Context: an optimization exercise on an open-source flow, tuned for small area, a short achievable clock period and few clock cycles per item. The choices shown serve that exercise and are no tape-out recipe. Only simulation tests tie the RTL to the original design; equivalence was not proved. Power figures rest on the tool's default switching activity, not on a simulated workload.

## flow/run.sh

```bash
#!/bin/bash
# synth_recipe.tcl (not shown) runs the flow's synth.tcl, then flattens the netlist and writes it again
# the make line also repeats each setting of config.mk as NAME=value (left out here)
make -C /OpenROAD-flow-scripts/flow DESIGN_CONFIG=/design/flow/config.mk WORK_HOME=/design/flow/orfs CLKGATE_MAP_FILE= SYNTH_SCRIPT=/design/flow/synth_recipe.tcl finish
```

## flow/config.mk

```make
export PLATFORM = sky130hd
export DESIGN_NAME = divider_top
export DESIGN_NICKNAME = divider_top
export VERILOG_FILES = /design/flow/design.v
export SDC_FILE = /design/flow/constraint.sdc
export NUM_CORES = 4
export LEC_CHECK = 0
export ABC_AREA = 1
export CAP_MARGIN = 20
export CORE_MARGIN = 2
export CORE_UTILIZATION = 40
export SLEW_MARGIN = 20
```

## flow/constraint.sdc

```tcl
create_clock -name core_clock -period 130.0 [get_ports {clk}]
set_input_delay 26.0000 -clock core_clock [delete_from_list [all_inputs] [get_ports {clk}]]
set_output_delay 26.0000 -clock core_clock [all_outputs]
set_load 0.01 [all_outputs]
```

## flow/design.v

```verilog
module divider #(parameter S = 8, parameter G = 4, parameter LOCAL = 0) (
  input  wire [31:0]  rem_in,
  input  wire [31:0]  d,
  output wire [31:0]  rem_out,
  output wire [S-1:0] qbits
);
  localparam NG = 32 / G;
  localparam LV = (NG > 16) ? 5 : (NG > 8) ? 4 : (NG > 4) ? 3 : (NG > 2) ? 2 : 1;
  wire [31:0] r [0:S];
  assign r[0] = rem_in;
  genvar t, i, j, lv;
  generate
    for (t = 0; t < S; t = t + 1) begin : step
      localparam SH = S - 1 - t;
      wire [31:0] y = d << SH;
      wire        ovf;
      if (SH > 0) begin : hi
        assign ovf = |d[31:32-SH];
      end else begin : nohi
        assign ovf = 1'b0;
      end
      wire [31:0] p = r[t] ~^ y;
      wire [31:0] g = r[t] & ~y;
      wire [NG:0] gc;
      wire [31:0] c;
      assign gc[0] = 1'b1;
      wire [NG-1:0] GGa, GPa;
      wire [NG-1:0] GL [0:LV];
      wire [NG-1:0] PL [0:LV];
      assign GL[0] = {GGa[NG-1:1], GGa[0] | GPa[0]};
      assign PL[0] = GPa;
      for (lv = 0; lv < LV; lv = lv + 1) begin : lvl
        for (i = 0; i < NG; i = i + 1) begin : nd
          if ((i >> lv) & 1) begin : cmb
            localparam integer SRC = ((i >> lv) << lv) - 1;
            assign GL[lv+1][i] = GL[lv][i] | PL[lv][i] & GL[lv][SRC];
            assign PL[lv+1][i] = PL[lv][i] & PL[lv][SRC];
          end else begin : pass
            assign GL[lv+1][i] = GL[lv][i];
            assign PL[lv+1][i] = PL[lv][i];
          end
        end
      end
      for (i = 0; i < NG; i = i + 1) begin : grp
        wire [G-1:0] pg, gg;
        assign pg[0] = p[G*i];
        assign gg[0] = g[G*i];
        for (j = 1; j < G; j = j + 1) begin : pre
          assign gg[j] = g[G*i+j] | p[G*i+j] & gg[j-1];
          assign pg[j] = p[G*i+j] & pg[j-1];
        end
        assign GGa[i] = gg[G-1];
        assign GPa[i] = pg[G-1];
        if (LOCAL == 2) begin : pfx
          assign gc[i+1] = GL[LV][i];
        end else begin : rip
          assign gc[i+1] = gg[G-1] | pg[G-1] & gc[i];
        end
        assign c[G*i] = gc[i];
        for (j = 1; j < G; j = j + 1) begin : lc
          if (LOCAL == 0) begin : la
            assign c[G*i+j] = gg[j-1] | pg[j-1] & gc[i];
          end else begin : rp
            assign c[G*i+j] = g[G*i+j-1] | p[G*i+j-1] & c[G*i+j-1];
          end
        end
      end
      wire [31:0] diff = p ^ c;
      wire        ge = gc[NG] & ~ovf;
      assign r[t+1] = ge ? diff : r[t];
      assign qbits[S-1-t] = ge;
    end
  endgenerate
  assign rem_out = r[S];
endmodule
module divider_top (
  input  wire        clk,
  input  wire        rst,
  input  wire        start,
  input  wire [31:0] dividend,
  input  wire [31:0] divisor,
  output wire        ready,
  output reg         done,
  output reg  [31:0] quotient
);
  localparam S  = 8;
  localparam K  = (32 + S - 1) / S;           
  localparam CW = (K > 16) ? 5 : (K > 8) ? 4 : (K > 4) ? 3 : (K > 2) ? 2 : 1;
  reg  [31:0]   rem_r;     
  reg  [31:0]   d_r;       
  reg  [CW-1:0] cnt_r;     
  reg           first_r;   
  reg           busy_r;
  reg           ready_r;
  reg [CW-1:0] zf;
  integer c;
  always @(*) begin
    zf = K - 1;
    for (c = K - 2; c >= 0; c = c - 1)
      if ((d_r >> (32 - S * (c + 1))) != 32'd0) zf = c;
  end
  wire [CW-1:0] z = first_r ? zf : {CW{1'b0}};
  reg [31:0] dn;
  always @(*) begin
    dn = 32'd0;
    for (c = 0; c < K; c = c + 1)
      if (z == c) dn = d_r << (S * c);
  end
  wire [31:0]  rem_n;
  wire [S-1:0] qb;
  divider #(.S(S), .G(4), .LOCAL(0)) u_div (.rem_in(rem_r), .d(dn), .rem_out(rem_n), .qbits(qb));
  wire [CW-1:0] cur  = first_r ? zf : cnt_r;
  wire          last = (cur == 0);
  wire          ld   = ~busy_r | last;       
  wire          accept = start & ready_r & ~rst;
  always @(posedge clk) begin
    if (ld) begin
      rem_r <= dividend;
      d_r   <= divisor;
    end else begin
      rem_r <= rem_n;
      d_r   <= dn >> S;
    end
    first_r <= ld;
    quotient <= (first_r ? 32'd0 : (quotient << S)) | qb;
  end
  always @(posedge clk) begin
    if (rst) begin
      busy_r  <= 1'b0;
      done    <= 1'b0;
      ready_r <= 1'b1;
    end else begin
      done <= busy_r & last;
      if (accept) begin
        busy_r  <= 1'b1;
        ready_r <= ((divisor >> (32 - S)) != 32'd0);   
      end else begin
        busy_r  <= busy_r & ~last;
        ready_r <= ~busy_r | last | (cur == 1);
      end
    end
    cnt_r <= cur - 1'b1;
  end
  assign ready = ready_r;
endmodule
```

==> metrics.yaml, run 1 <==
design_area_um2: 18800
antenna_left: 0
fp.dieH_um: 211
drive_gt1_frac: 0.103
holdWs_ps: 412
dp_slack_ps: 102960
area_delta_synth_final_pct: 9.80
post-cts-setup-buffer-count: 0
layout_setup_ws_ps: 102620
cp_top_family: "buffers and inverters"
final_util: 0.447
switching_share: 0.469
crit_fanout: 2
cts_resized: 0
clkTransAtPathRegs_ps: 80
relSlewSlack: 0.427
finalCritPeriodShare: 0.211
setup_viol: 0
ir_drop_v: 0.00000754
die_w_um: 211
fin_skew_ps: 18.9
clk_latency_ps: 400
synth_mux_area_frac: 0
synthCells: 2614
num_vias: 17000
portBuffers: 100
h-tree-depth: 3
numCtsBuffers: 9
grt_pass1_vias: 16200
drv_cap: 0
power.internal_mw: 0.0840
synth_adder_area_share: 0.233
avgSynthCellArea_um2: 6.56
dp_hpwl_um: 44800
cp.buffers_inverters: 1
first_iter_violations: 1199
worstSetupStartpointType: "flop"
overflow: 0
antenna_cells: 0
worstHoldPathType: "reg2reg"
tightest_slew_ps: 851
synth-compound-area-share: 0.0900
slowest_delay_ps: 560
yosys_warnings: 2
hold_viol: 0
power.share.sequential: 0.215
syn_area_um2: 17200
dieArea_um2: 44600
cts-root-buf: "clkbuf_16"
rsz0062_at_grt: "false"
synth_top_family_by_area: "simple AND/OR/NAND/NOR gates"
setup-tns-final_ps: 0
worstSetupPathType: "reg2out"
wl_um: 53500
drcViolationCount: 0
crit_required_ps: 104000
synth_edf_count: 1
dr.pass1.iters: 5
synthArstFlopShare: 0
final.min_clock_period_ps: 27380
p_leak_nw: 10.2
cpMaxStageDelayCell: "clkdlybuf4s50_1"
maxSlewViolCount: 0
initial_core_util: 0.407
placed_area_um2: 18500
num_rows: 75
share_comb_of_total_power: 0.598
routed_via_density: 5.24
clockBufferDepth: 2
cts_tree: "yes"
yosysUniqueCellTypes: 60
arrival_ps: 1380
wl_per_cell_um: 16.5
postCtsHoldBufs: 0
clockPowerShare: 0.188
grt_max_degree: 91
p_per_area_nw_per_um2: 8.40
ys.flop_type: "dfxtp_1"
end_kind: "output port"
grt_pass1_wl_um: 85900
core-area_um2: 42100
routabilityCongestion: 0.980
boundaryPins: 101
final_nets: 3052
status: "timing/DRC/antenna clean"
yosysSeqAreaShare: 0.120
synthSimpleGateAreaFrac: 0.397
grt_use_total: 0.244
antenna_found_initial: 0
cts_num_sinks: 102
switching_power_mw: 0.0742
synth-xor-area-share: 0.0439
max_freq_ghz: 0.0365
synth-seq-cells: 102
path_cells: "clkdlybuf4s50_1"
power groups by stage:
stage	Clock [mW]	Combinational, mW	Sequential [mW]
after CTS	0.0305	0.0936	0.0339
final	0.0297	0.0946	0.0340
after detailed placement	0	0.0929	0.0347
after global routing	0.0313	0.108	0.0341
after global placement	0	0.0921	0.0347
after floorplan	0	0.0717	0.0341
synthesized netlist by cell type (all sizes together) (2+ instances only):
| cell | n | share of area |
|---|---|---|
| nand2 | 740 | 0.17 |
| a21oi | 128 | 0.038 |
| ha | 234 | 0.17 |
| nand4 | 22 | 0.0080 |
| a31oi | 3 | 0.0011 |
| a22oi | 2 | 0.00088 |
| a21boi | 3 | 0.0022 |
| o211ai | 5 | 0.0025 |
| and2 | 41 | 0.016 |
| or3 | 2 | 0.00073 |
| nand3 | 374 | 0.14 |
| o21ai | 97 | 0.030 |
| o31ai | 6 | 0.0029 |
| fa | 53 | 0.062 |
| or2 | 49 | 0.018 |
| a2bb2oi | 5 | 0.0026 |
| o21bai | 8 | 0.0037 |
| o221ai | 4 | 0.0020 |
| nor3 | 18 | 0.0059 |
| nor2 | 171 | 0.041 |
| xor2 | 61 | 0.031 |
| clkbuf | 38 | 0.022 |
| buf | 24 | 0.010 |
| inv | 382 | 0.084 |
| nand3b | 2 | 0.00088 |
| dfxtp | 101 | 0.12 |
| xnor2 | 25 | 0.013 |
| o22ai | 8 | 0.0029 |
through the flow:
stage	cells	power, mW
floorplan	2617	0.106
global placement	3226	0.127
detailed placement	3226	0.128
CTS	3242	0.158
global route	3242	0.173
finish	3242	0.158
final cells by class:
type | instances | area [um2]
clock inverter | 4 | 35.0
fill | 4276 | 23300
timing repair buffer | 133 | 1250
clock buffer | 12 | 278
sequential | 102 | 2050
multi-input combinational | 2069 | 13100
tap | 539 | 674
inverter | 383 | 1440
path summary, 6_finish.rpt:
check | cells after the start | to | startpoint | slack (ps)
setup / recovery | 1 | quotient[4] | quotient[4]$_DFF_P_ | 102620
hold / removal | 2 | quotient[19]$_SDFF_PP0_ | quotient[11]$_SDFF_PP0_ | 410
hold reg to reg | 2 | quotient[19]$_SDFF_PP0_ | quotient[11]$_SDFF_PP0_ | 410
setup reg to reg | 192 | rem_r[17]$_DFF_P_ | d_r[24]$_SDFF_PP0_ | 103620
cell families (layout without fill, tap and decap cells):
group	after synthesis	in the layout
AO/OA/AOI/OAI	271	271
XOR/XNOR	86	86
adder cells (fa/ha/maj)	287	287
buffers and inverters	446	532
flip-flops	102	102
other	1	4
AND/OR/NAND/NOR	1421	1421
layer usage:
layer	vias to the layer above	share of wire	GRT usage	wire length [um]
li1	8594	-	-	-
met3	64	0.064	0.0361	3420
met4	0	0.021	0.0605	1130
met2	510	0.43	0.380	22800
met1	7832	0.49	0.352	26100
met5	-	0	0	0
placed cells by master (no fill, tap or decap), drive strengths merged, types with 4 or more instances in the layout:
master,synthesis,final
a21oi,128,128
and2,41,41
inv,382,384
o21ai,97,97
a2bb2oi,5,5
buf,24,33
o21bai,8,8
nor2,171,171
nor3,18,18
ha,234,234
conb,1,4
o31ai,6,6
o211ai,5,5
xnor2,25,25
fa,53,53
o221ai,4,4
nand2,740,740
dfxtp,101,101
clkdlybuf4s50,0,100
clkbuf,38,12
nand3,374,374
o22ai,8,8
nand4,22,22
or2,49,49
xor2,61,61
registers in the layout, indices dropped and copies added, names as in the netlist:
signal	flops
done	1
ready_r	1
rem_r	32
first_r	1
cnt_r	2
busy_r	1
quotient	32
d_r	32
Testbench counts, summed over its fixed seeds: cycles 7,980, items 3,200.
==> run 2, diff against run 1 <==
--- a/flow/design.v
+++ b/flow/design.v
@@ -108,7 +108,7 @@
   end
   wire [31:0]  rem_n;
   wire [S-1:0] qb;
-  divider #(.S(S), .G(4), .LOCAL(0)) u_div (.rem_in(rem_r), .d(dn), .rem_out(rem_n), .qbits(qb));
+  divider #(.S(S), .G(8), .LOCAL(0)) u_div (.rem_in(rem_r), .d(dn), .rem_out(rem_n), .qbits(qb));
   wire [CW-1:0] cur  = first_r ? zf : cnt_r;
   wire          last = (cur == 0);
   wire          ld   = ~busy_r | last;       
==> metrics.yaml, run 2 <==
status: "timing/DRC/antenna clean"
final.min_clock_period_ps: 27250
holdWs_ps: 419
drcViolationCount: 0
dp_hpwl_um: 41200
p_per_area_nw_per_um2: 8.30
portBuffers: 100
dp_slack_ps: 102980
avgSynthCellArea_um2: 6.37
drive_gt1_frac: 0.100
p_leak_nw: 9.91
maxSlewViolCount: 0
fillers: 4354
fin_skew_ps: 13.7
slowest_delay_ps: 530
max_freq_ghz: 0.0367
cts-root-buf: "clkbuf_16"
grt_pass1_vias: 15700
clockBufferDepth: 2
yosys_warnings: 2
final_nets: 3018
grt_pass1_wl_um: 78900
antenna_cells: 0
design_area_um2: 18500
synth_top_area_frac: 0.173
wl_um: 49500
die_w_um: 208
wl_per_cell_um: 15.3
overflow: 0
end_kind: "output port"
yosysUniqueCellTypes: 59
crit_required_ps: 104000
routed_via_density: 5.17
relSlewSlack: 0.418
h-tree-depth: 3
crit_fanout: 2
antenna_left: 0
final_util: 0.450
cp.buffers_inverters: 1
clk_latency_ps: 380
cts_resized: 0
synthArstFlopShare: 0
area_delta_synth_final_pct: 10.5
first_iter_violations: 926
post-cts-setup-buffer-count: 0
dieArea_um2: 43400
worstSetupStartpointType: "flop"
initial_core_util: 0.408
num_rows: 74
synth_edf_count: 1
worstHoldPathType: "reg2reg"
fp.dieH_um: 208
hold_viol: 0
routabilityCongestion: 0.903
largestRegisters: "d_r: 32 flops, quotient: 32 flops, rem_r: 32 flops"
antenna_found_initial: 0
synthCells: 2622
synth_area_leader_cell: "ha_1"
cts_num_sinks: 102
synth.top_cells.by_count: "nand2_1 (709), inv_1 (374), nand3_1 (272)"
power_mw: 0.153
postCtsHoldBufs: 0
ys.flop_type: "dfxtp_1"
placed_area_um2: 18200
tightest_slew_ps: 872
core-area_um2: 41000
synth-seq-cells: 102
mostFrequentLayoutCells: "nand2_1 (709), inv_1 (373), nand3_1 (272)"
syn_area_um2: 16700
setup-tns-final_ps: 0
worstSetupPathType: "reg2out"
drv_cap: 0
arrival_ps: 1250
layout_commonest_cell: "nand2_1"
boundaryPins: 101
clkTransAtPathRegs_ps: 80
fin_cells: 3233
ir_drop_v: 0.00000578
dr.pass1.iters: 6
path_cells: "clkdlybuf4s50_1"
dp.cells: 3217
finalCritPeriodShare: 0.210
setup_viol: 0
synthTopCellsByArea: "ha_1 (17%), nand2_1 (16%), dfxtp_1 (12%), inv_1 (8.4%), nand3_1 (8.1%)"
num_vias: 16700
numCtsBuffers: 9
cp_top_family: "buffers and inverters"
yosysMostFrequentCell: "nand2_1"
layout_setup_ws_ps: 102750
rsz0062_at_grt: "false"
cpMaxStageDelayCell: "clkdlybuf4s50_1"
cts_tree: "yes"
grt_use_total: 0.227
yosysSeqAreaShare: 0.123
grt_max_degree: 86
[run 2: worst min-delay path, cell delays in order, from the launching register on]
cell	delay (ps)
dfxtp_1	310
inv_1	40
nor2_1	30
[run 2: layout make-up]
cell class,count,area [um2],area share
Sequential cell,102,2050,0.111
Tap cell,532,666,0.0360
Multi-Input combinational cell,2066,12800,0.692
Clock inverter,7,91.3,0.00494
Timing Repair Buffer,122,1170,0.0631
Inverter,395,1490,0.0806
Clock buffer,9,225,0.0122
[run 2: cells by family after synthesis]
logic type      share of synthesized area
xor+xnor                           0.0571
fa+ha+maj                           0.202
compound gates                     0.0985
simple gates                        0.408
buf+inv                             0.112
flops                               0.123
[run 2: report_power, final]
part           switching (mW)  internal, mW  leakage, nW
logic                  0.0537        0.0354         8.91
registers             0.00147        0.0327        0.850
clock network          0.0148        0.0155        0.157
total                  0.0699        0.0835         9.91
[run 2: path summary, 6_finish.rpt]
check / slack, ps / from / endpoint / cells after the start
hold / removal: 420 / quotient[23]$_SDFF_PP0_ / quotient[31]$_SDFF_PP0_ / 2
hold reg to reg: 420 / quotient[23]$_SDFF_PP0_ / quotient[31]$_SDFF_PP0_ / 2
setup reg to reg: 103320 / first_r$_DFF_P_ / rem_r[11]$_DFF_P_ / 179
setup / recovery: 102750 / quotient[16]$_SDFF_PP0_ / quotient[16] / 1
[run 2: per-layer routing]
metal / routed length [um] / vias up / GRT usage
met5: 0 / - / 0
met4: 1730 / 0 / 0.0784
met3: 2150 / 91 / 0.0373
met2: 24400 / 328 / 0.414
met1: 21200 / 7707 / 0.268
li1: - / 8600 / -
Testbench counts of run 2, summed over its fixed seeds: cycles 7,980, items 3,200.
==> run 3, diff against run 2 <==
--- a/flow/design.v
+++ b/flow/design.v
@@ -108,7 +108,7 @@
   end
   wire [31:0]  rem_n;
   wire [S-1:0] qb;
-  divider #(.S(S), .G(8), .LOCAL(0)) u_div (.rem_in(rem_r), .d(dn), .rem_out(rem_n), .qbits(qb));
+  divider #(.S(S), .G(4), .LOCAL(0)) u_div (.rem_in(rem_r), .d(dn), .rem_out(rem_n), .qbits(qb));
   wire [CW-1:0] cur  = first_r ? zf : cnt_r;
   wire          last = (cur == 0);
   wire          ld   = ~busy_r | last;       
==> flow/flow/run.sh (new file) <==
#!/bin/bash
# The standard layout, with the port buffers made from the plain buffer cell
# (buf_1) rather than the delay buffer the resizer picks by default.
set -euo pipefail
export BUFFER_PORTS_ARGS="-buffer_cell sky130_fd_sc_hd__buf_1"
bash standard.sh > standard.log 2>&1
==> flow/standard.sh (new file) <==
#!/bin/bash
# synth_recipe.tcl (not shown) runs the flow's synth.tcl, then flattens the netlist and writes it again
# the make line also repeats each setting of config.mk as NAME=value (left out here)
make -C /OpenROAD-flow-scripts/flow DESIGN_CONFIG=/design/flow/config.mk WORK_HOME=/design/flow/orfs CLKGATE_MAP_FILE= SYNTH_SCRIPT=/design/flow/synth_recipe.tcl "${@:-finish}"
removed: flow/run.sh
==> metrics.yaml, run 3 <==
mostFrequentLayoutCells: "nand2_1 (715), inv_1 (367), nand3_1 (270)"
layout_commonest_cell: "nand2_1"
syn_area_um2: 17200
overflow: 0
fin_skew_ps: 21.7
layout_setup_ws_ps: 101040
drv_cap: 0
num_rows: 75
holdWs_ps: 417
antenna_found_initial: 0
dp_slack_ps: 101000
dp_hpwl_um: 43700
largestRegisters: "d_r: 32 flops, quotient: 32 flops, rem_r: 32 flops"
initial_core_util: 0.407
synth.top_cells.by_count: "nand2_1 (715), inv_1 (367), nand3_1 (270)"
yosysUniqueCellTypes: 60
synthArstFlopShare: 0
cts_num_sinks: 102
grt_pass1_vias: 15800
num_vias: 16800
relSlewSlack: 0.362
yosysMostFrequentCell: "nand2_1"
critPathCapture: "rem_r[24]$_DFF_P_"
ys.flop_type: "dfxtp_1"
p_leak_nw: 9.89
antenna_left: 0
postCtsHoldBufs: 0
dp.cells: 3226
routabilityCongestion: 0.986
rsz0062_at_grt: "false"
cp.buffers_inverters: 19
die_w_um: 211
timing.critical_path.mode_cell: "nand2_1"
crit_start: "first_r$_DFF_P_"
drcViolationCount: 0
grt_use_total: 0.236
clkTransAtPathRegs_ps: 80
hold_viol: 0
end_kind: "flop"
cts_resized: 0
post-cts-setup-buffer-count: 0
arrival_ps: 29310
setup_viol: 0
power_mw: 0.154
routed_via_density: 5.18
wl_per_cell_um: 16.1
cts_tree: "yes"
final_nets: 3052
reg2reg_slack_ps: 101040
worstHoldPathType: "reg2reg"
synth-seq-cells: 102
avgSynthCellArea_um2: 6.56
drive_gt1_frac: 0.103
core-area_um2: 42100
worstSetupStartpointType: "flop"
boundaryPins: 101
cpMaxStageDelayCell: "dfxtp_1"
final_util: 0.432
clockBufferDepth: 2
setup-tns-final_ps: 0
clk_latency_ps: 410
synthTopCellsByArea: "ha_1 (17%), nand2_1 (16%), dfxtp_1 (12%), inv_1 (8.0%), nand3_1 (7.9%)"
first_iter_violations: 1248
grt_pass1_wl_um: 83600
grt_max_degree: 56
wl_um: 52100
synth_area_leader_cell: "ha_1"
r2r_cells: 189
dieArea_um2: 44600
cp_top_family: "simple AND/OR/NAND/NOR gates"
dr.pass1.iters: 8
portBuffers: 100
tightest_slew_ps: 956
antenna_cells: 0
finalCritPeriodShare: 0.223
yosysSeqAreaShare: 0.120
slowest_delay_ps: 950
h-tree-depth: 3
fp.dieH_um: 211
max_freq_ghz: 0.0345
placed_area_um2: 17900
ir_drop_v: 0.00000645
p_per_area_nw_per_um2: 8.46
crit_required_ps: 130340
status: "timing/DRC/antenna clean"
synth_top_area_frac: 0.171
synthCells: 2614
crit_fanout: 39
cts-root-buf: "clkbuf_16"
synth_edf_count: 1
yosys_warnings: 2
final.min_clock_period_ps: 28960
hp-start: "quotient[10]$_SDFF_PP0_"
fin_cells: 3242
numCtsBuffers: 9
maxSlewViolCount: 0
cp.depth: 189
reg2reg_from: "first_r$_DFF_P_"
area_delta_synth_final_pct: 6.03
worstSetupPathType: "reg2reg"
worstReg2RegEnd: "rem_r[24]$_DFF_P_"
design_area_um2: 18200
run 3: cell types whose count changed after synthesis, sizes merged, moves of 16 or more:
cell	previous run	this run
fa	24	53
a21oi	92	128
buf	40	24
clkbuf	19	38
o21bai	31	8
nand3	333	374
nand2	775	740
run 3: where the power goes:
part / internal, mW / total, mW / leakage (nW) / switching, mW
sequential: 0.0327 / 0.0341 / 0.850 / 0.00143
clock: 0.0134 / 0.0283 / 0.141 / 0.0149
combinational: 0.0341 / 0.0915 / 8.90 / 0.0575
total: 0.0801 / 0.154 / 9.89 / 0.0738
run 3: worst register-to-register path: cells and delay by family (launching register included):
kind                       cells  cell delay, ps
AOI/OAI and AO/OA             12            2600
adders and majority gates      8            2340
buffers and inverters         19            4960
DFF                            1             950
and+or+nand+nor              150           18050
run 3: logic make-up (layout without fill, tap and decap cells):
family	after synthesis	in the layout	share of synthesized area
simple gates	1421	1421	0.397
buf+inv	446	532	0.117
fa+ha+maj	287	287	0.233
compound gates	271	271	0.0900
xor+xnor	86	86	0.0439
flops	102	102	0.120
other cells	1	4	0.000219
run 3: how the worst min path moves through the flow:
stage	end	slack, ps	cells after the start
finish	quotient[18]$_SDFF_PP0_	420	2
detailed placement	quotient[18]$_SDFF_PP0_	410	2
global placement	quotient[29]$_SDFF_PP0_	410	2
global route	quotient[31]$_SDFF_PP0_	440	2
CTS	quotient[18]$_SDFF_PP0_	420	2
floorplan	done$_SDFF_PP0_	410	2
run 3: per-layer routing:
layer,up-vias,global-route usage,part of all wire
li1,8608,-,-
met1,7656,0.352,0.51
met2,463,0.361,0.41
met3,52,0.0248,0.062
met4,0,0.0595,0.017
met5,-,0,0
run 3: cell type report:
type                            count  area (um2)
Clock inverter                      7        66.3
Sequential cell                   102        2050
Fill cell                        4377       23900
Multi-Input combinational cell   2069       13100
Tap cell                          539         674
Timing Repair Buffer              133         623
Inverter                          383        1440
Clock buffer                        9         225
Testbench counts of run 3, summed over its fixed seeds: cycles 7,980, items 3,200.
==> run 4, diff against run 3 <==
--- a/flow/design.v
+++ b/flow/design.v
@@ -92,14 +92,14 @@
   reg           first_r;   
   reg           busy_r;
   reg           ready_r;
-  reg [CW-1:0] zf;
+  reg [CW-1:0] zin;
   integer c;
   always @(*) begin
-    zf = K - 1;
+    zin = K - 1;
     for (c = K - 2; c >= 0; c = c - 1)
-      if ((d_r >> (32 - S * (c + 1))) != 32'd0) zf = c;
+      if ((divisor >> (32 - S * (c + 1))) != 32'd0) zin = c;
   end
-  wire [CW-1:0] z = first_r ? zf : {CW{1'b0}};
+  wire [CW-1:0] z = first_r ? cnt_r : {CW{1'b0}};
   reg [31:0] dn;
   always @(*) begin
     dn = 32'd0;
@@ -109,17 +109,18 @@
   wire [31:0]  rem_n;
   wire [S-1:0] qb;
   divider #(.S(S), .G(4), .LOCAL(0)) u_div (.rem_in(rem_r), .d(dn), .rem_out(rem_n), .qbits(qb));
-  wire [CW-1:0] cur  = first_r ? zf : cnt_r;
-  wire          last = (cur == 0);
-  wire          ld   = ~busy_r | last;       
-  wire          accept = start & ready_r & ~rst;
+  wire last   = (cnt_r == 0);
+  wire ld     = ~busy_r | last;              
+  wire accept = start & ready_r & ~rst;
   always @(posedge clk) begin
     if (ld) begin
       rem_r <= dividend;
       d_r   <= divisor;
+      cnt_r <= zin;
     end else begin
       rem_r <= rem_n;
       d_r   <= dn >> S;
+      cnt_r <= cnt_r - 1'b1;
     end
     first_r <= ld;
     quotient <= (first_r ? 32'd0 : (quotient << S)) | qb;
@@ -133,13 +134,12 @@
       done <= busy_r & last;
       if (accept) begin
         busy_r  <= 1'b1;
-        ready_r <= ((divisor >> (32 - S)) != 32'd0);   
+        ready_r <= (zin == 0);
       end else begin
         busy_r  <= busy_r & ~last;
-        ready_r <= ~busy_r | last | (cur == 1);
+        ready_r <= ~busy_r | last | (cnt_r == 1);
       end
     end
-    cnt_r <= cur - 1'b1;
   end
   assign ready = ready_r;
 endmodule
==> metrics.yaml, run 4 <==
status: "timing/DRC/antenna clean"
core-area_um2: 41800
boundaryPins: 101
antenna_left: 0
setup_viol: 0
num_vias: 16900
worstHoldPathType: "reg2reg"
crit_fanout: 2
antenna_found_initial: 0
rsz0062_at_grt: "false"
first_iter_violations: 1375
synth-xor-area-share: 0.0478
area_delta_synth_final_pct: 7.22
post-cts-setup-buffer-count: 0
ir_drop_v: 0.00000805
path_cells: "buf_1"
setup-tns-final_ps: 0
layout_commonest_cell: "nand2_1"
grt_use_total: 0.241
cts_num_sinks: 102
dp_hpwl_um: 43900
end_kind: "output port"
regArea_um2: 2050
final.min_clock_period_ps: 26910
synth_top_family_by_area: "simple AND/OR/NAND/NOR gates"
clk_latency_ps: 390
postCtsHoldBufs: 0
cp_top_family: "flip-flops"
crit_required_ps: 104000
mostFrequentLayoutCells: "nand2_1 (713), inv_1 (351), nand3_1 (265)"
holdWs_ps: 420
drive_gt1_frac: 0.0927
fin_skew_ps: 17.1
cts-root-buf: "clkbuf_16"
maxSlewViolCount: 0
final_nets: 3025
overflow: 0
yosysUniqueCellTypes: 51
fp.dieH_um: 209
wl_per_cell_um: 16.3
routabilityCongestion: 0.959
largestRegisters: "d_r: 32 flops, quotient: 32 flops, rem_r: 32 flops"
yosysMostFrequentCell: "nand2_1"
fin_cells: 3214
portBuffers: 100
max_freq_ghz: 0.0372
grt_pass1_vias: 15900
worstSetupStartpointType: "flop"
syn_area_um2: 16800
avgSynthCellArea_um2: 6.51
layout_setup_ws_ps: 103090
fillers: 4363
synth_adder_area_share: 0.237
drcViolationCount: 0
power_mw: 0.166
synthArstFlopShare: 0
worstSetupPathType: "reg2out"
drv_cap: 0
cpMaxStageDelayCell: "dfxtp_1"
synth_edf_count: 1
slowest_delay_ps: 360
dieArea_um2: 43800
relSlewSlack: 0.344
multi_input_area_um2: 13000
cts_resized: 0
synth-compound-area-share: 0.0997
synth-seq-cells: 102
finalCritPeriodShare: 0.207
yosysSeqAreaShare: 0.122
dp.cells: 3199
synth_area_leader_cell: "ha_1"
yosys_warnings: 2
p_per_area_nw_per_um2: 9.19
clockBufferDepth: 2
tightest_slew_ps: 973
clkTransAtPathRegs_ps: 70
grt_pass1_wl_um: 83800
p_leak_nw: 9.80
cp.buffers_inverters: 1
routed_via_density: 5.25
dp_slack_ps: 103000
cts_tree: "yes"
reg2reg_slack_ps: 103510
arrival_ps: 910
initial_core_util: 0.403
synth_top_area_frac: 0.174
ys.flop_type: "dfxtp_1"
h-tree-depth: 3
synth_mux_area_frac: 0
numCtsBuffers: 9
antenna_cells: 0
synthSimpleGateAreaFrac: 0.386
synthCells: 2588
wl_um: 52500
num_rows: 75
hold_viol: 0
die_w_um: 209
grt_max_degree: 60
synthTopCellsByArea: "ha_1 (17%), nand2_1 (16%), dfxtp_1 (12%), nand3_1 (7.9%), inv_1 (7.8%)"
synth.top_cells.by_count: "nand2_1 (714), inv_1 (352), nand3_1 (265)"
dr.pass1.iters: 6
## run 4: cell count changes in the layout (fill, tap and decap cells not counted), moves of 5 or more
cell	change
a21oi_1	+21
nand3_1	-5
o21ai_2	+5
and2_2	-11
xor2_1	+10
nor2_1	-17
nand3_2	-12
o21bai_1	+7
o22ai_1	-7
nor2_2	-6
and2_1	+10
inv_1	-16
## run 4: routing by layer
layer	global-route usage	share of wire
met1	0.348	0.49
met2	0.383	0.43
met3	0.0271	0.062
met4	0.0552	0.016
met5	0	0
## run 4: through the flow
step,cell area [um2],util
finish,18100,0.433
floorplan,16900,-
detailed placement,17700,0.425
global placement,17700,0.425
CTS,18100,0.433
global route,18100,0.433
## run 4: layout make-up
cell class / count / area share
clock inverter: 4 / 0.00429
timing repair buffer: 134 / 0.0349
sequential: 102 / 0.114
clock buffer: 11 / 0.0141
inverter: 368 / 0.0767
multi-input combinational: 2056 / 0.719
tap: 539 / 0.0373
## run 4: path summary, 6_finish.rpt
path / from / endpoint / cells after the start
max: quotient[6]$_DFF_P_ / quotient[6] / 1
min reg2reg: quotient[12]$_SDFF_PP0_ / quotient[20]$_SDFF_PP0_ / 2
min: quotient[12]$_SDFF_PP0_ / quotient[20]$_SDFF_PP0_ / 2
max reg2reg: first_r$_DFF_P_ / rem_r[8]$_DFF_P_ / 190
## run 4: logic make-up after synthesis
kind of cell               after synthesis
other                                    1
buffers and inverters                  433
DFF                                    102
adders and majority gates              287
AOI/OAI and AO/OA                      298
xor gates and xnor gates                92
and+or+nand+nor                       1375
## run 4: where the power goes
part | leakage [nW] | switching, mW | internal, mW
Sequential | 0.849 | 0.00123 | 0.0327
Clock | 0.161 | 0.0139 | 0.0181
Combinational | 8.79 | 0.0630 | 0.0371
Total | 9.80 | 0.0781 | 0.0879
Testbench counts of run 4, summed over its fixed seeds: cycles 7,980, items 3,200.
==> run 5, diff against run 4 <==
--- a/flow/design.v
+++ b/flow/design.v
@@ -83,7 +83,7 @@
   output reg         done,
   output reg  [31:0] quotient
 );
-  localparam S  = 8;
+  localparam S  = 7;
   localparam K  = (32 + S - 1) / S;           
   localparam CW = (K > 16) ? 5 : (K > 8) ? 4 : (K > 4) ? 3 : (K > 2) ? 2 : 1;
   reg  [31:0]   rem_r;     
@@ -108,7 +108,7 @@
   end
   wire [31:0]  rem_n;
   wire [S-1:0] qb;
-  divider #(.S(S), .G(4), .LOCAL(0)) u_div (.rem_in(rem_r), .d(dn), .rem_out(rem_n), .qbits(qb));
+  divider #(.S(S), .G(8), .LOCAL(0)) u_div (.rem_in(rem_r), .d(dn), .rem_out(rem_n), .qbits(qb));
   wire last   = (cnt_r == 0);
   wire ld     = ~busy_r | last;              
   wire accept = start & ready_r & ~rst;
==> metrics.yaml, run 5 <==
num_rows: 71
wl_per_cell_um: 14.8
whs_path_depth: 2
syn_area_um2: 15200
core-area_um2: 37600
routed_via_density: 5.09
rsz0062_at_grt: "false"
clkTransAtPathRegs_ps: 80
grt_pass1_wl_um: 73200
routabilityCongestion: 0.906
reg2reg_slack_ps: 104910
max_freq_ghz: 0.0368
grt_pass1_vias: 14800
yosysSeqAreaShare: 0.136
portBuffers: 100
cts_tree: "yes"
synth_edf_count: 1
clockBufferDepth: 2
synth_top_area_frac: 0.172
cts_num_sinks: 103
finalCritPeriodShare: 0.209
clk_latency_ps: 380
crit_required_ps: 130240
dp_hpwl_um: 36400
post-cts-setup-buffer-count: 0
multi_input_area_um2: 11400
h-tree-depth: 3
path_cells: "buf_1 > nor2_1 > nand4_1 > nor3_1 > nand4_1 > nor4_1 > o22ai_1"
regArea_um2: 2070
grt_use_total: 0.233
ir_drop_v: 0.00000671
synthTopCellsByArea: "nand2_1 (17%), ha_1 (17%), dfxtp_1 (13%), nand3_1 (9.8%), inv_1 (8.7%)"
num_vias: 15500
tightest_slew_ps: 1060
synth-seq-cells: 103
mostFrequentLayoutCells: "nand2_1 (698), inv_1 (354), nand3_1 (299)"
postCtsHoldBufs: 0
dr.pass1.iters: 6
fillers: 4065
arrival_ps: 27420
antenna_left: 0
drv_cap: 0
hp-start: "quotient[17]$_SDFF_PP0_"
final_util: 0.435
antenna_found_initial: 0
cpMaxStageDelayCell: "nor3_1"
initial_core_util: 0.406
fp.dieH_um: 199
fin_skew_ps: 10.2
yosysUniqueCellTypes: 52
reg2reg_from: "first_r$_DFF_P_"
synthCells: 2467
die_w_um: 199
p_leak_nw: 8.90
yosys_warnings: 2
wl_um: 45300
cts-root-buf: "clkbuf_16"
final_nets: 2833
drcViolationCount: 0
layout_commonest_cell: "nand2_1"
first_iter_violations: 768
boundaryPins: 101
timing.critical_path.mode_cell: "nand4_1"
relSlewSlack: 0.287
crit_fanout: 3
synthArstFlopShare: 0
cts_resized: 0
worstHoldPathType: "reg2reg"
avgSynthCellArea_um2: 6.18
end_kind: "flop"
slowest_delay_ps: 370
p_per_area_nw_per_um2: 10.6
final.min_clock_period_ps: 27170
min_to: "quotient[24]$_SDFF_PP0_"
hold_viol: 0
maxSlewViolCount: 0
overflow: 0
synth.top_cells.by_count: "nand2_1 (698), inv_1 (355), nand3_1 (299)"
setup_viol: 0
largestRegisters: "d_r: 32 flops, quotient: 32 flops, rem_r: 32 flops"
r2r_cells: 159
dieArea_um2: 39700
ys.flop_type: "dfxtp_1"
worstReg2RegEnd: "rem_r[30]$_DFF_P_"
worstSetupStartpointType: "input port"
area_delta_synth_final_pct: 7.35
drive_gt1_frac: 0.0657
setup-tns-final_ps: 0
yosysMostFrequentCell: "nand2_1"
status: "timing/DRC/antenna clean"
numCtsBuffers: 9
worstSetupPathType: "in2reg"
synth_area_leader_cell: "nand2_1"
grt_max_degree: 79
[run 5: cell types whose count changed after synthesis, sizes merged, moves of 9 or more]
cell   before  now
o21ai     104   89
o22ai       1   12
nand2     740  725
and2       41   50
xnor2      21   38
a21oi     152  100
or2        49   40
nor2      146  175
ha        234  207
nand3     357  315
a21o        0    9
fa         53   21
xor2       71   57
[run 5: per-layer routing]
layer | global-route usage | share of wire | vias to the layer above
li1 | - | - | 8073
met1 | 0.278 | 0.44 | 7118
met2 | 0.435 | 0.50 | 289
met3 | 0.0204 | 0.032 | 64
met4 | 0.0790 | 0.028 | 0
met5 | 0 | 0 | -
[run 5: how the worst max path moves through the flow]
stage	to	start	slack [ps]	cells past startpoint
after floorplan	cnt_r[0]$_DFF_P_	divisor[30]	103030	6
after global placement	cnt_r[0]$_DFF_P_	divisor[30]	102500	7
after detailed placement	cnt_r[0]$_DFF_P_	divisor[30]	102470	7
after CTS	cnt_r[0]$_DFF_P_	divisor[30]	102870	7
after global routing	rem_r[11]$_DFF_P_	first_r$_DFF_P_	102330	156
final	cnt_r[0]$_DFF_P_	divisor[30]	102830	7
[run 5: area by class of cell]
type                       count  share of cell area
timing repair buffer         123              0.0335
tap                          511              0.0391
clock buffer                  11              0.0154
multi-input combinational   1930               0.697
antenna                        1            0.000153
inverter                     371              0.0852
clock inverter                 5             0.00283
sequential                   103               0.127
[run 5: cell families after synthesis]
family	count (synthesis)	synth area share
buffers and inverters	434	0.116
AOI/OAI and AO/OA	260	0.103
DFF	103	0.136
adders and majority gates	228	0.198
xor gates and xnor gates	95	0.0546
and+or+nand+nor	1347	0.393
[run 5: power by group]
part | leakage (nW) | internal, mW | switching [mW] | total (mW)
clock | 0.149 | 0.0145 | 0.0152 | 0.0297
combinational | 7.89 | 0.0411 | 0.0687 | 0.110
sequential | 0.857 | 0.0332 | 0.00121 | 0.0344
total | 8.90 | 0.0887 | 0.0851 | 0.174
[run 5: through the flow]
step	instance area (um2)	cells	hold slack (ps)	setup slack (ps)	power, mW
after floorplan	15200	2467	410	103030	0.122
after global placement	16100	3038	407	102500	0.141
after detailed placement	16100	3038	409	102470	0.145
after CTS	16400	3054	422	102870	0.175
after global routing	16400	3054	437	102330	0.192
final	16400	3055	419	102830	0.174
[run 5: critical path, delay by kind of cell]
kind                   cells  cell delay [ps]
and+or+nand+nor            5             1230
AOI/OAI and AO/OA          1              100
buffers and inverters      1               80
Testbench counts of run 5, summed over its fixed seeds: cycles 8,917, items 3,200.
==> run 6, diff against run 5 <==
--- a/flow/design.v
+++ b/flow/design.v
@@ -88,18 +88,27 @@
   localparam CW = (K > 16) ? 5 : (K > 8) ? 4 : (K > 4) ? 3 : (K > 2) ? 2 : 1;
   reg  [31:0]   rem_r;     
   reg  [31:0]   d_r;       
+  reg  [K-2:0]  nz_r;      
   reg  [CW-1:0] cnt_r;     
   reg           first_r;   
   reg           busy_r;
   reg           ready_r;
-  reg [CW-1:0] zin;
+  wire [K-2:0] nz_in;
+  genvar gi;
+  generate
+    for (gi = 0; gi < K - 1; gi = gi + 1) begin : chunk
+      assign nz_in[gi] = |divisor[31 - S * gi : 32 - S * (gi + 1)];
+    end
+  endgenerate
+  reg [CW-1:0] zf;
   integer c;
   always @(*) begin
-    zin = K - 1;
+    zf = K - 1;
     for (c = K - 2; c >= 0; c = c - 1)
-      if ((divisor >> (32 - S * (c + 1))) != 32'd0) zin = c;
+      if (nz_r[c]) zf = c;
   end
-  wire [CW-1:0] z = first_r ? cnt_r : {CW{1'b0}};
+  wire [CW-1:0] z   = first_r ? zf : {CW{1'b0}};
+  wire [CW-1:0] cur = first_r ? zf : cnt_r;
   reg [31:0] dn;
   always @(*) begin
     dn = 32'd0;
@@ -109,19 +118,19 @@
   wire [31:0]  rem_n;
   wire [S-1:0] qb;
   divider #(.S(S), .G(8), .LOCAL(0)) u_div (.rem_in(rem_r), .d(dn), .rem_out(rem_n), .qbits(qb));
-  wire last   = (cnt_r == 0);
+  wire last   = (cur == 0);
   wire ld     = ~busy_r | last;              
   wire accept = start & ready_r & ~rst;
   always @(posedge clk) begin
     if (ld) begin
       rem_r <= dividend;
       d_r   <= divisor;
-      cnt_r <= zin;
     end else begin
       rem_r <= rem_n;
       d_r   <= dn >> S;
-      cnt_r <= cnt_r - 1'b1;
     end
+    nz_r    <= nz_in;
+    cnt_r   <= cur - 1'b1;
     first_r <= ld;
     quotient <= (first_r ? 32'd0 : (quotient << S)) | qb;
   end
@@ -134,10 +143,10 @@
       done <= busy_r & last;
       if (accept) begin
         busy_r  <= 1'b1;
-        ready_r <= (zin == 0);
+        ready_r <= nz_in[0];
       end else begin
         busy_r  <= busy_r & ~last;
-        ready_r <= ~busy_r | last | (cnt_r == 1);
+        ready_r <= ~busy_r | last | (cur == 1);
       end
     end
   end
==> metrics.yaml, run 6 <==
status: "timing/DRC/antenna clean"
cp.depth: 1
synth_edf_count: 1
synth.top_cells.by_count: "nand2_1 (719), inv_1 (377), nand3_1 (261)"
postCtsHoldBufs: 0
avgSynthCellArea_um2: 6.24
synth_area_leader_cell: "nand2_1"
design_area_um2: 16400
hold_viol: 0
arrival_ps: 870
dp.cells: 3028
boundaryPins: 101
crit_fanout: 2
layout_commonest_cell: "nand2_1"
holdWs_ps: 421
grt_max_degree: 79
ys.flop_type: "dfxtp_1"
cts_num_sinks: 107
mostFrequentLayoutCells: "nand2_1 (719), inv_1 (377), nand3_1 (261)"
yosysUniqueCellTypes: 56
crit_required_ps: 104000
grt_pass1_vias: 14700
fin_skew_ps: 7.64
rsz0062_at_grt: "false"
fp.dieH_um: 200
wl_per_cell_um: 14.7
worstSetupPathType: "reg2out"
yosys_warnings: 2
syn_area_um2: 15400
grt_use_total: 0.231
wl_um: 44700
relSlewSlack: 0.370
worstSetupStartpointType: "flop"
placed_area_um2: 16100
yosysMostFrequentCell: "nand2_1"
synthCells: 2461
multi_input_area_um2: 11300
first_iter_violations: 811
worstHoldPathType: "reg2reg"
area_delta_synth_final_pct: 6.45
clockBufferDepth: 2
post-cts-setup-buffer-count: 0
clkTransAtPathRegs_ps: 70
setup_viol: 0
h-tree-depth: 3
tightest_slew_ps: 944
dp_hpwl_um: 36700
drive_gt1_frac: 0.0636
finalCritPeriodShare: 0.207
num_rows: 71
hp-start: "quotient[8]$_SDFF_PP0_"
fillers: 4078
cp_top_family: "flip-flops"
max_freq_ghz: 0.0372
synthTopCellsByArea: "nand2_1 (18%), ha_1 (17%), dfxtp_1 (14%), inv_1 (9.2%), nand3_1 (8.5%)"
p_per_area_nw_per_um2: 8.90
clk_latency_ps: 370
grt_pass1_wl_um: 72400
final_nets: 2823
yosysSeqAreaShare: 0.140
antenna_left: 0
initial_core_util: 0.407
num_vias: 15300
worstReg2RegEnd: "rem_r[11]$_DFF_P_"
cpMaxStageDelayCell: "dfxtp_1"
cp.buffers_inverters: 1
die_w_um: 200
cts_resized: 0
routed_via_density: 5.04
maxSlewViolCount: 0
r2r_cells: 156
synthArstFlopShare: 0
ir_drop_v: 0.00000662
crit_start: "quotient[0]$_DFF_P_"
drcViolationCount: 0
antenna_found_initial: 0
power_mw: 0.146
overflow: 0
final.min_clock_period_ps: 26870
synth_top_area_frac: 0.176
critPathCapture: "quotient[0]"
slowest_delay_ps: 330
setup-tns-final_ps: 0
p_leak_nw: 8.95
core-area_um2: 37800
antenna_cells: 0
dr.pass1.iters: 5
drv_cap: 0
portBuffers: 100
routabilityCongestion: 0.907
cts-root-buf: "clkbuf_16"
fin_cells: 3043
numCtsBuffers: 9
reg2reg_slack_ps: 104690
end_kind: "output port"
dieArea_um2: 40000
path_cells: "buf_1"
largestRegisters: "d_r: 32 flops, quotient: 32 flops, rem_r: 32 flops"
cts_tree: "yes"
reg2reg_from: "first_r$_DFF_P_"
regArea_um2: 2150
synth-seq-cells: 107
==> run 6: where the power goes <==
part	switching (mW)	total [mW]	internal [mW]
combinational	0.0510	0.0823	0.0313
sequential	0.00120	0.0354	0.0342
clock	0.0141	0.0278	0.0138
total	0.0663	0.146	0.0793
==> run 6: cells by family after synthesis <==
group           synth area share
simple gates               0.382
buf+inv                    0.124
compound gates             0.107
fa+ha+maj                  0.196
flops                      0.140
xor+xnor                  0.0513
==> run 6: per-layer routing <==
| metal | up-vias | global-route usage | part of all wire |
|---|---|---|---|
| met5 | - | 0 | 0 |
| li1 | 8022 | - | - |
| met3 | 59 | 0.0262 | 0.035 |
| met4 | 0 | 0.0771 | 0.031 |
| met2 | 292 | 0.431 | 0.50 |
| met1 | 6964 | 0.272 | 0.44 |
==> run 6: worst min path at each step <==
| stage | endpoint | cells past startpoint |
|---|---|---|
| after CTS | quotient[15]$_SDFF_PP0_ | 2 |
| final | quotient[15]$_SDFF_PP0_ | 2 |
| after detailed placement | quotient[15]$_SDFF_PP0_ | 2 |
| after global routing | quotient[28]$_SDFF_PP0_ | 2 |
| after floorplan | done$_SDFF_PP0_ | 2 |
| after global placement | quotient[28]$_SDFF_PP0_ | 2 |
==> run 6: final cells by class <==
| class | instances | share of cell area |
|---|---|---|
| sequential | 107 | 0.132 |
| clock buffer | 10 | 0.0146 |
| clock inverter | 5 | 0.00275 |
| tap | 511 | 0.0391 |
| multi-input combinational | 1903 | 0.692 |
| inverter | 392 | 0.0903 |
| timing repair buffer | 115 | 0.0298 |
==> run 6: stage by stage <==
stage,setup slack [ps],utilization
2_1_floorplan,103390,-
3_3_place_gp,103140,0.426
3_5_place_dp,103100,0.426
4_1_cts,103110,0.433
5_1_grt,101870,0.433
6_report,103130,0.433
Testbench counts of run 6, summed over its fixed seeds: cycles 8,917, items 3,200.
==> run 7, diff against run 6 <==
--- a/flow/config.mk
+++ b/flow/config.mk
@@ -9,4 +9,5 @@
 export CAP_MARGIN = 20
 export CORE_MARGIN = 2
 export CORE_UTILIZATION = 40
+export CTS_BUF_LIST = sky130_fd_sc_hd__clkbuf_4 sky130_fd_sc_hd__clkbuf_8
 export SLEW_MARGIN = 20
==> metrics.yaml, run 7 <==
r2r_cells: 156
cts_tree: "yes"
rsz0062_at_grt: "false"
dr.pass1.iters: 5
fp.dieH_um: 200
multi_input_area_um2: 11300
dp_hpwl_um: 36700
cpMaxStageDelayCell: "dfxtp_1"
initial_core_util: 0.407
grt_max_degree: 79
postCtsHoldBufs: 0
grt_pass1_wl_um: 72400
synthTopCellsByArea: "nand2_1 (18%), ha_1 (17%), dfxtp_1 (14%), inv_1 (9.2%), nand3_1 (8.5%)"
num_vias: 15400
max_freq_ghz: 0.0371
die_w_um: 200
end_kind: "output port"
drcViolationCount: 0
p_per_area_nw_per_um2: 8.55
routed_via_density: 5.05
worstHoldPathType: "reg2reg"
first_iter_violations: 797
fin_cells: 3044
relSlewSlack: 0.373
antenna_left: 0
h-tree-depth: 3
arrival_ps: 930
wl_per_cell_um: 14.7
post-cts-setup-buffer-count: 0
layout_commonest_cell: "nand2_1"
cts_resized: 0
synth_top_area_frac: 0.176
yosysSeqAreaShare: 0.140
synth.top_cells.by_count: "nand2_1 (719), inv_1 (377), nand3_1 (261)"
fin_skew_ps: 12.3
synthArstFlopShare: 0
synth_edf_count: 1
worstSetupPathType: "reg2out"
p_leak_nw: 8.91
crit_required_ps: 104000
portBuffers: 100
grt_use_total: 0.231
grt_pass1_vias: 14700
path_cells: "buf_1"
fillers: 4090
wl_um: 44800
crit_start: "quotient[4]$_DFF_P_"
ys.flop_type: "dfxtp_1"
drv_cap: 0
cp.depth: 1
critPathCapture: "quotient[4]"
reg2reg_from: "first_r$_DFF_P_"
boundaryPins: 101
routabilityCongestion: 0.907
drive_gt1_frac: 0.0636
synthCells: 2461
setup_viol: 0
yosys_warnings: 2
hold_viol: 0
regArea_um2: 2150
status: "timing/DRC/antenna clean"
largestRegisters: "d_r: 32 flops, quotient: 32 flops, rem_r: 32 flops"
finalCritPeriodShare: 0.207
worstSetupStartpointType: "flop"
clkTransAtPathRegs_ps: 110
clockBufferDepth: 2
yosysUniqueCellTypes: 56
mostFrequentLayoutCells: "nand2_1 (719), inv_1 (377), nand3_1 (261)"
final.min_clock_period_ps: 26930
numCtsBuffers: 9
overflow: 0
tightest_slew_ps: 939
num_rows: 71
crit_fanout: 2
slowest_delay_ps: 360
synth_area_leader_cell: "nand2_1"
core-area_um2: 37800
clk_latency_ps: 410
ir_drop_v: 0.00000487
maxSlewViolCount: 0
cts_num_sinks: 107
cp.buffers_inverters: 1
cp_top_family: "flip-flops"
reg2reg_slack_ps: 104690
worstReg2RegEnd: "rem_r[11]$_DFF_P_"
setup-tns-final_ps: 0
dieArea_um2: 40000
syn_area_um2: 15400
avgSynthCellArea_um2: 6.24
antenna_found_initial: 1
area_delta_synth_final_pct: 5.81
final_nets: 2823
synth-seq-cells: 107
dp.cells: 3028
yosysMostFrequentCell: "nand2_1"
cts-root-buf: "clkbuf_8"
## run 7: cell types whose count changed in the layout (fill, tap and decap cells not counted), sizes merged
cell / delta
diode: +1
## run 7: cell type report
class / instances / area share
multi-input combinational: 1903 / 0.696
antenna: 1 / 0.000154
inverter: 392 / 0.0908
sequential: 107 / 0.132
tap: 511 / 0.0393
timing repair buffer: 115 / 0.0300
clock inverter: 5 / 0.00277
clock buffer: 10 / 0.00847
## run 7: through the flow
| step | instance area, um2 | power, mW | setup slack, ps | utilization | hold slack (ps) |
|---|---|---|---|---|---|
| after floorplan | 15400 | 0.101 | 103390 | - | 410 |
| after global placement | 16100 | 0.116 | 103140 | 0.426 | 405 |
| after detailed placement | 16100 | 0.118 | 103100 | 0.426 | 412 |
| after CTS | 16200 | 0.139 | 103050 | 0.430 | 426 |
| after global routing | 16300 | 0.154 | 101860 | 0.430 | 437 |
| final | 16300 | 0.139 | 103070 | 0.430 | 422 |
## run 7: power by group
| part | total (mW) | internal (mW) | switching [mW] |
|---|---|---|---|
| sequential | 0.0355 | 0.0343 | 0.00120 |
| combinational | 0.0825 | 0.0313 | 0.0511 |
| clock | 0.0210 | 0.00772 | 0.0133 |
## run 7: routing by layer
layer	GRT usage	part of all wire	vias up
met1	0.272	0.44	7003
met3	0.0262	0.036	62
li1	-	-	8015
met5	0	0	-
met4	0.0757	0.029	0
met2	0.432	0.50	289
## run 7: how the worst min path moves through the flow
stage	cells past startpoint	start	to	slack, ps
after global placement	2	quotient[21]$_SDFF_PP0_	quotient[28]$_SDFF_PP0_	400
final	2	quotient[8]$_SDFF_PP0_	quotient[15]$_SDFF_PP0_	420
after floorplan	2	busy_r$_SDFF_PP0_	done$_SDFF_PP0_	410
after detailed placement	2	quotient[8]$_SDFF_PP0_	quotient[15]$_SDFF_PP0_	410
after CTS	2	quotient[8]$_SDFF_PP0_	quotient[15]$_SDFF_PP0_	430
after global routing	2	quotient[21]$_SDFF_PP0_	quotient[28]$_SDFF_PP0_	440
## run 7: cells by family (layout without fill, tap and decap cells)
family                   count (synthesis)  count (layout)  synth area share
buffers and inverters                  451             522             0.124
XOR/XNOR                                90              90            0.0513
flip-flops                             107             107             0.140
adder cells (fa/ha/maj)                228             228             0.196
other                                    0               1                 0
AND/OR/NAND/NOR                       1307            1307             0.382
AO/OA/AOI/OAI                          278             278             0.107
## run 7: worst reg2reg max path, delay by kind of cell (launching register included)
family          cells  cell delay, ps
buf+inv            20            4580
flops               1             950
compound gates     33            6240
simple gates       96           11210
fa+ha+maj           7            2340
==> run 8, diff against run 7 <==
--- a/flow/config.mk
+++ b/flow/config.mk
@@ -9,5 +9,5 @@
 export CAP_MARGIN = 20
 export CORE_MARGIN = 2
 export CORE_UTILIZATION = 40
-export CTS_BUF_LIST = sky130_fd_sc_hd__clkbuf_4 sky130_fd_sc_hd__clkbuf_8
+export CTS_BUF_LIST = sky130_fd_sc_hd__clkbuf_8
 export SLEW_MARGIN = 20
==> metrics.yaml, run 8 <==
status: "timing/DRC/antenna clean"
syn_area_um2: 15400
min_to: "quotient[15]$_SDFF_PP0_"
synth_edf_count: 1
synth.top_cells.by_count: "nand2_1 (719), inv_1 (377), nand3_1 (261)"
grt_pass1_wl_um: 72400
wl_per_cell_um: 14.7
fp.dieH_um: 200
initial_core_util: 0.407
die_w_um: 200
largestRegisters: "d_r: 32 flops, quotient: 32 flops, rem_r: 32 flops"
first_iter_violations: 797
ys.flop_type: "dfxtp_1"
worstSetupStartpointType: "flop"
yosysUniqueCellTypes: 56
holdWs_ps: 422
setup_viol: 0
worstSetupPathType: "reg2out"
whs_path_depth: 2
layout_setup_ws_ps: 103070
drive_gt1_frac: 0.0636
hp-start: "quotient[8]$_SDFF_PP0_"
antenna_left: 0
yosys_warnings: 2
cp_top_family: "flip-flops"
grt_max_degree: 79
reg2reg_slack_ps: 104690
boundaryPins: 101
routed_via_density: 5.05
regArea_um2: 2150
cpMaxStageDelayCell: "dfxtp_1"
clk_latency_ps: 410
multi_input_area_um2: 11300
synthCells: 2461
yosysMostFrequentCell: "nand2_1"
layout_commonest_cell: "nand2_1"
grt_use_total: 0.231
r2r_cells: 156
synthTopCellsByArea: "nand2_1 (18%), ha_1 (17%), dfxtp_1 (14%), inv_1 (9.2%), nand3_1 (8.5%)"
cts-root-buf: "clkbuf_8"
portBuffers: 100
p_per_area_nw_per_um2: 8.55
path_cells: "buf_1"
fin_cells: 3044
post-cts-setup-buffer-count: 0
max_freq_ghz: 0.0371
avgSynthCellArea_um2: 6.24
cts_num_sinks: 107
area_delta_synth_final_pct: 5.81
cts_tree: "yes"
wl_um: 44800
cp.buffers_inverters: 1
drv_cap: 0
worstHoldPathType: "reg2reg"
dp_hpwl_um: 36700
reg2reg_from: "first_r$_DFF_P_"
synth-seq-cells: 107
final_nets: 2823
ir_drop_v: 0.00000487
synth_area_leader_cell: "nand2_1"
numCtsBuffers: 9
clkTransAtPathRegs_ps: 110
mostFrequentLayoutCells: "nand2_1 (719), inv_1 (377), nand3_1 (261)"
rsz0062_at_grt: "false"
slowest_delay_ps: 360
grt_pass1_vias: 14700
num_rows: 71
antenna_found_initial: 1
final.min_clock_period_ps: 26930
p_leak_nw: 8.91
tightest_slew_ps: 939
cts_resized: 0
dieArea_um2: 40000
fin_skew_ps: 12.3
hold_viol: 0
yosysSeqAreaShare: 0.140
end_kind: "output port"
h-tree-depth: 3
cp.depth: 1
fillers: 4090
synth_top_area_frac: 0.176
finalCritPeriodShare: 0.207
crit_fanout: 2
dp.cells: 3028
num_vias: 15400
postCtsHoldBufs: 0
setup-tns-final_ps: 0
drcViolationCount: 0
synthArstFlopShare: 0
crit_required_ps: 104000
worstReg2RegEnd: "rem_r[11]$_DFF_P_"
dr.pass1.iters: 5
routabilityCongestion: 0.907
clockBufferDepth: 2
overflow: 0
maxSlewViolCount: 0
dp_slack_ps: 103100
relSlewSlack: 0.373
core-area_um2: 37800
arrival_ps: 930
run 8: cell counts after synthesis:
No cell type changed its count.
run 8: through the flow:
step	instance area, um2	utilization	total power [mW]
2_1_floorplan	15400	-	0.101
3_3_place_gp	16100	0.426	0.116
3_5_place_dp	16100	0.426	0.118
4_1_cts	16200	0.430	0.139
5_1_grt	16300	0.430	0.154
6_report	16300	0.430	0.139
run 8: routing by layer:
metal	GRT usage	up-vias	wire length (um)	share of wire
li1	-	8015	-	-
met3	0.0262	62	1600	0.036
met2	0.432	289	22400	0.50
met5	0	-	0	0
met4	0.0757	0	1310	0.029
met1	0.272	7003	19500	0.44
run 8: worst max-delay path by stage:
stage | start | to | slack, ps
2_1_floorplan | divisor[26] | ready_r$_SDFF_PP1_ | 103390
3_3_place_gp | divisor[26] | ready_r$_SDFF_PP1_ | 103140
3_5_place_dp | divisor[26] | ready_r$_SDFF_PP1_ | 103100
4_1_cts | quotient[0]$_DFF_P_ | quotient[0] | 103050
5_1_grt | first_r$_DFF_P_ | rem_r[11]$_DFF_P_ | 101860
6_report | quotient[4]$_DFF_P_ | quotient[4] | 103070
run 8: layout make-up:
class | count | share of cell area
multi-input combinational | 1903 | 0.696
sequential | 107 | 0.132
inverter | 392 | 0.0908
tap | 511 | 0.0393
timing repair buffer | 115 | 0.0300
clock buffer | 10 | 0.00847
clock inverter | 5 | 0.00277
antenna | 1 | 0.000154
run 8: power breakdown:
| group | internal (mW) | leakage, nW | total [mW] | switching [mW] |
|---|---|---|---|---|
| registers | 0.0343 | 0.890 | 0.0355 | 0.00120 |
| logic | 0.0313 | 7.93 | 0.0825 | 0.0511 |
| clock network | 0.00772 | 0.0927 | 0.0210 | 0.0133 |
| total | 0.0733 | 8.91 | 0.139 | 0.0656 |
run 8: cell families after synthesis:
group,Yosys count,share of synthesized area
AO/OA/AOI/OAI,278,0.107
XOR/XNOR,90,0.0513
buffers and inverters,451,0.124
flip-flops,107,0.140
adder cells (fa/ha/maj),228,0.196
AND/OR/NAND/NOR,1307,0.382
run 8: worst register-to-register path: cells and delay by family (launching register included):
kind | cells | cell delay [ps]
buffers and inverters | 20 | 4580
AND/OR/NAND/NOR | 96 | 11210
AO/OA/AOI/OAI | 33 | 6240
adder cells (fa/ha/maj) | 7 | 2340
flip-flops | 1 | 950
==> run 9, diff against run 8 <==
--- a/flow/design.v
+++ b/flow/design.v
@@ -117,7 +117,7 @@
   end
   wire [31:0]  rem_n;
   wire [S-1:0] qb;
-  divider #(.S(S), .G(8), .LOCAL(0)) u_div (.rem_in(rem_r), .d(dn), .rem_out(rem_n), .qbits(qb));
+  divider #(.S(S), .G(4), .LOCAL(0)) u_div (.rem_in(rem_r), .d(dn), .rem_out(rem_n), .qbits(qb));
   wire last   = (cur == 0);
   wire ld     = ~busy_r | last;              
   wire accept = start & ready_r & ~rst;
--- a/flow/config.mk
+++ b/flow/config.mk
@@ -9,5 +9,4 @@
 export CAP_MARGIN = 20
 export CORE_MARGIN = 2
 export CORE_UTILIZATION = 40
-export CTS_BUF_LIST = sky130_fd_sc_hd__clkbuf_8
 export SLEW_MARGIN = 20
==> metrics.yaml, run 9 <==
cts_resized: 0
drcViolationCount: 0
num_vias: 15500
grt_pass1_vias: 14800
numCtsBuffers: 9
dp_hpwl_um: 37600
synth_edf_count: 1
final_nets: 2780
dp.cells: 2957
avgSynthCellArea_um2: 6.39
final_util: 0.437
design_area_um2: 16400
yosys_warnings: 2
boundaryPins: 101
status: "timing/DRC/antenna clean"
drive_gt1_frac: 0.0585
post-cts-setup-buffer-count: 0
max_freq_ghz: 0.0371
clockBufferDepth: 2
crit_required_ps: 104000
arrival_ps: 950
synthArstFlopShare: 0
dp_slack_ps: 102950
crit_fanout: 2
dieArea_um2: 39700
maxSlewViolCount: 0
synthTopCellsByArea: "ha_1 (17%), nand2_1 (17%), dfxtp_1 (14%), nand3_1 (9.7%), inv_1 (8.6%)"
grt_use_total: 0.252
portBuffers: 100
routabilityCongestion: 0.907
final.min_clock_period_ps: 26950
synth.top_cells.by_count: "nand2_1 (673), inv_1 (348), nand3_1 (294)"
grt_max_degree: 59
worstSetupStartpointType: "flop"
slowest_delay_ps: 380
mostFrequentLayoutCells: "nand2_1 (673), inv_1 (347), nand3_1 (294)"
grt_pass1_wl_um: 77800
worstHoldPathType: "reg2reg"
area_delta_synth_final_pct: 7.77
wl_per_cell_um: 16.5
largestRegisters: "d_r: 32 flops, quotient: 32 flops, rem_r: 32 flops"
path_cells: "buf_1"
power_mw: 0.157
num_rows: 71
clkTransAtPathRegs_ps: 100
dr.pass1.iters: 6
routed_via_density: 5.22
relSlewSlack: 0.425
end_kind: "output port"
syn_area_um2: 15200
clk_latency_ps: 390
holdWs_ps: 406
fp.dieH_um: 199
cpMaxStageDelayCell: "dfxtp_1"
tightest_slew_ps: 861
cts_num_sinks: 107
yosysUniqueCellTypes: 50
drv_cap: 0
layout_commonest_cell: "nand2_1"
h-tree-depth: 3
placed_area_um2: 16100
worstSetupPathType: "reg2out"
initial_core_util: 0.405
layout_setup_ws_ps: 103050
p_per_area_nw_per_um2: 9.55
p_leak_nw: 8.92
overflow: 0
first_iter_violations: 1002
cts_tree: "yes"
fin_cells: 2974
finalCritPeriodShare: 0.207
setup_viol: 0
cp.buffers_inverters: 1
postCtsHoldBufs: 0
cp_top_family: "flip-flops"
synthCells: 2386
core-area_um2: 37600
yosysMostFrequentCell: "nand2_1"
die_w_um: 199
synth_top_area_frac: 0.172
synth-seq-cells: 107
ir_drop_v: 0.00000692
wl_um: 49100
hold_viol: 0
cts-root-buf: "clkbuf_16"
fin_skew_ps: 21.8
yosysSeqAreaShare: 0.141
synth_area_leader_cell: "ha_1"
ys.flop_type: "dfxtp_1"
rsz0062_at_grt: "false"
setup-tns-final_ps: 0
antenna_found_initial: 0
antenna_left: 0
## run 9: layout make-up
cell class / instances / area, um2
inverters: 362 / 1360
repair buffers: 120 / 526
flip-flops and latches: 107 / 2150
clock buffers: 9 / 225
fillers: 4040 / 21200
clock inverters: 7 / 103
multi-input cells: 1857 / 11400
well taps: 511 / 639
diodes: 1 / 2.50
## run 9: worst register-to-register path, delay by kind of cell (launching register included)
kind | cells | cell delay (ps)
compound gates | 14 | 2860
fa+ha+maj | 7 | 2280
buf+inv | 17 | 4690
simple gates | 123 | 15040
flops | 1 | 440
## run 9: worst paths after layout
path,startpoint,end,slack (ps),cells past startpoint
max,quotient[24]$_SDFF_PP0_,quotient[24],103050,1
max reg2reg,first_r$_DFF_P_,rem_r[0]$_DFFE_PP_,104520,161
min,quotient[2]$_DFF_P_,quotient[9]$_SDFF_PP0_,410,2
min reg2reg,quotient[2]$_DFF_P_,quotient[9]$_SDFF_PP0_,410,2
## run 9: logic make-up after synthesis
logic type / share of synthesized area
xor+xnor: 0.0477
other cells: 0.000246
buf+inv: 0.111
fa+ha+maj: 0.233
compound gates: 0.102
simple gates: 0.365
flops: 0.141
## run 9: power breakdown
group          switching, mW  internal, mW  total [mW]
registers            0.00117        0.0343      0.0354
logic                 0.0568        0.0323      0.0891
clock network         0.0165        0.0157      0.0322
total                 0.0745        0.0823       0.157
## run 9: per-layer routing
metal	routed length, um	global-route usage	up-vias
met5	0	0	-
met4	1250	0.0721	0
met3	2750	0.0292	69
met2	22900	0.435	422
met1	22200	0.329	7224
li1	-	-	7813
Testbench counts of run 9, summed over its fixed seeds: cycles 8,917, items 3,200.

==> re-timing with driven ports <==
How much do the figures lean on ideal ports? The routed layouts below were timed once more, with nothing changed but the port constraints.
Step 1, drivers: a clkbuf_16 drives clk and a buf_2 each remaining input, both assumed.
Step 2, shift: input delay + t, output delay - t, t = (earliest + latest rising clock arrival at the registers) / 2. This alone moves slack from input paths to output paths.
Three values: no drivers, after step 1, after step 2; two values: the first two.
run	t (ns)	setup slack, ns	latest minus earliest clock arrival (ns)	slew at the worst register clock pin (ns)
run 1	0.444	102.622 / 102.570 / 102.945	0.019 / 0.019	0.08 / 0.08
run 2	0.427	102.750 / 102.700 / 102.968	0.015 / 0.015	0.09 / 0.09
run 3	0.447	101.036 / 101.036 / 101.036	0.022 / 0.022	0.09 / 0.09
run 4	0.434	103.087 / 103.034 / 103.008	0.019 / 0.019	0.09 / 0.09
run 5	0.422	102.828 / 102.861 / 102.438	0.011 / 0.011	0.08 / 0.08
run 6	0.419	103.130 / 103.074 / 103.075	0.008 / 0.008	0.08 / 0.08
run 7	0.462	103.070 / 103.015 / 103.096	0.012 / 0.012	0.11 / 0.11
run 8	0.462	103.070 / 103.015 / 103.096	0.012 / 0.012	0.11 / 0.11
run 9	0.429	103.050 / 103.002 / 102.936	0.022 / 0.022	0.10 / 0.10
After both steps setup and hold are still met in every run listed. For run 5, which loses most, drivers alone change the setup slack by +0.033 ns; drivers and shift together by -0.390 ns.
